Source: an optimization exercise on an open RTL-to-GDS flow (aim: small area, a short achievable clock period and few clock cycles). Production flows keep margins and buffers that such runs may drop. At most, simulation tests tie the RTL to the original design; equivalence was not proved. Power is estimated from default activity; no workload was simulated.

## sys_array_fetcher
module sys_array_fetcher
#(parameter DATA_WIDTH=8,
parameter ARRAY_W=4,
parameter ARRAY_L=4)
(input  clock,
    input  reset_n,
    input  load_params,
    input  start_comp,
    input  [DATA_WIDTH*ARRAY_W*ARRAY_L - 1:0] input_data_a,
    input  [DATA_WIDTH*ARRAY_W*ARRAY_L - 1:0] input_data_b,
    output reg ready,
    output [2*DATA_WIDTH*ARRAY_W*ARRAY_W-1:0] out_data);
localparam CSW = 26;
reg [191:0] sel;                  
wire [191:0] sel_next;
reg [16*CSW-1:0] cs;              
wire [16*CSW-1:0] cs_next;
genvar i, j;
generate
    for (i = 0; i < 64; i = i + 1) begin : booth
        wire b1 = input_data_b[2*i+1];
        wire b0 = input_data_b[2*i];
        wire bm;
        if (i % 4 == 0) begin : lsb
            assign bm = 1'b0;
        end else begin : mid
            assign bm = input_data_b[2*i-1];
        end
        assign sel_next[3*i]   = b0 ^ bm;
        assign sel_next[3*i+1] = (b1 & ~b0 & ~bm) | (~b1 & b0 & bm);
        assign sel_next[3*i+2] = b1 & ~(b0 & bm);
    end
endgenerate
generate
    for (i = 0; i < 4; i = i + 1) begin : row
        for (j = 0; j < 4; j = j + 1) begin : col
            dot4_s1 s1 (.a(input_data_a[32*j +: 32]), .sel(sel[48*i +: 48]),
                        .cs(cs_next[CSW*(4*i+j) +: CSW]));
            dot4_s2 s2 (.cs(cs[CSW*(4*i+j) +: CSW]), .y(out_data[16*(4*i+j) +: 16]));
        end
    end
endgenerate
always @(posedge clock) begin
    if (~reset_n) begin
        sel <= 192'd0;
        ready <= 1'b0;
    end else begin
        if (load_params) sel <= sel_next;
        if (start_comp) ready <= 1'b1;
    end
    if (start_comp) cs <= cs_next;
end
endmodule
Settings: LEC_CHECK=0, CAP_MARGIN=20, CORE_MARGIN=2, CORE_UTILIZATION=40, SLEW_MARGIN=20, SYNTH_HIERARCHICAL=1; clock period 6.5 ns.
standard.sh (not shown) runs the stock make flow with config.mk's settings and CLKGATE_MAP_FILE= SYNTH_SCRIPT=/design/flow/synth_recipe.tcl, a recipe that flattens the netlist after the stock synthesis.
==> flow/flow/run.sh <==
#!/bin/bash
# The standard ORFS layout (the standard.sh, standard synthesis included),
# except that the input and output ports are buffered with buf_4 cells
# instead of buffer_ports' default choice.
set -euo pipefail
export BUFFER_PORTS_ARGS="-buffer_cell sky130_fd_sc_hd__buf_4"
bash standard.sh finish > standard.log 2>&1
The baseline completed without violations.
Change:
==> flow/run.sh (new file) <==
#!/bin/bash
# synth_recipe.tcl (not shown) runs the flow's synth.tcl, then flattens the netlist and writes it again
# the make line also repeats each setting of config.mk as NAME=value (left out here)
make -C /OpenROAD-flow-scripts/flow DESIGN_CONFIG=/design/flow/config.mk WORK_HOME=/design/flow/orfs CLKGATE_MAP_FILE= SYNTH_SCRIPT=/design/flow/synth_recipe.tcl finish
removed: flow/flow/run.sh
removed: flow/standard.sh
The new run went through all stages and came out clean.
First-iteration DRC count fell by about 2.4%.
Hold slack stays flat.
Final cell count fell by 0.39%.
Via count grows by 0.40%.
Wire length barely changes.
Core utilization grows by 0.30 points.
Count of clock-buffer cells in the layout rose by 8.
Power goes up by 1.3%.
Die area does not change.
Clock skew came out lower by 0.013 ns.
Function was not checked in any run of this note: the RTL went through the layout flow alone.

---

== v13 ==
sys_array_fetcher, a different RTL version from the one above (not shown whole).
Size in the first run: ~13000 cells after synthesis, about 520 I/O pins, about 130000 µm² of cells after synthesis.
==> flow/design.v (excerpt) <==
module sys_array_fetcher
#(parameter DATA_WIDTH=8,
parameter ARRAY_W=4,
parameter ARRAY_L=4)
(input  clock,
    input  reset_n,
    input  load_params,
    input  start_comp,
    input  [DATA_WIDTH*ARRAY_W*ARRAY_L - 1:0] input_data_a,
    input  [DATA_WIDTH*ARRAY_W*ARRAY_L - 1:0] input_data_b,
    output reg ready,
    output [2*DATA_WIDTH*ARRAY_W*ARRAY_W-1:0] out_data);
export LEC_CHECK = 0
export CAP_MARGIN = 20
export CORE_MARGIN = 2
export CORE_UTILIZATION = 40
export SETUP_SLACK_MARGIN = 2.2
export SLEW_MARGIN = 20
export SYNTH_HIERARCHICAL = 1
create_clock -name core_clock -period 6.5 [get_ports {clock}]
==> flow/flow/run.sh <==
#!/bin/bash
# The standard ORFS layout (the standard.sh, standard synthesis included),
# except that the input and output ports are buffered with buf_4 cells
# instead of buffer_ports' default choice.
set -euo pipefail
export BUFFER_PORTS_ARGS="-buffer_cell sky130_fd_sc_hd__buf_4"
bash standard.sh finish > standard.log 2>&1
Testbench counts of v13, summed over its fixed seeds: cycles 584.
### v13 -> v10
- a change of SETUP_SLACK_MARGIN from 2.2 to 1.5
Results
The highest ir drop seen on vdd in v10 is 1.07 times that in v13. Going from v13 to v10, setup slack after placement shrinks by 250 ps. v10: power consumed by sequential cells about 2% above v13. Going from v13 to v10, the worst-case headroom to the max-slew limit was found to have gone down by 9.8 points.

re-timing with driven ports:
The flow's constraints put no driver on any port. The routed layouts listed below were extracted and timed again, unchanged, in two steps.
Step 1: set_driving_cell puts a clkbuf_16 on clock and a buf_2 on each other input, an assumption about the parent block.
Step 2 moves the port delays by t, midway between the first and last clock arrival at a register: inputs arrive t later, outputs are due t later. That takes back most of the time a late clock gives input paths.
Slacks: ideal / step 1 / step 2; pairs: ideal / step 1.
run	t (ns)	setup slack, ns	worst setup path after step 2
the first run of note 1	0.841	1.189 / 1.144 / 0.303	input to register
the second run of note 1	0.837	0.974 / 1.039 / 0.212	input to register
v13	0.883	2.021 / 1.915 / 1.318	input to register
v10	0.957	1.599 / 1.509 / 0.784	input to register
After both steps every run listed still meets setup and hold. For the first run of note 1, which loses most, drivers alone change the setup slack by -0.045 ns; drivers and shift together by -0.886 ns.
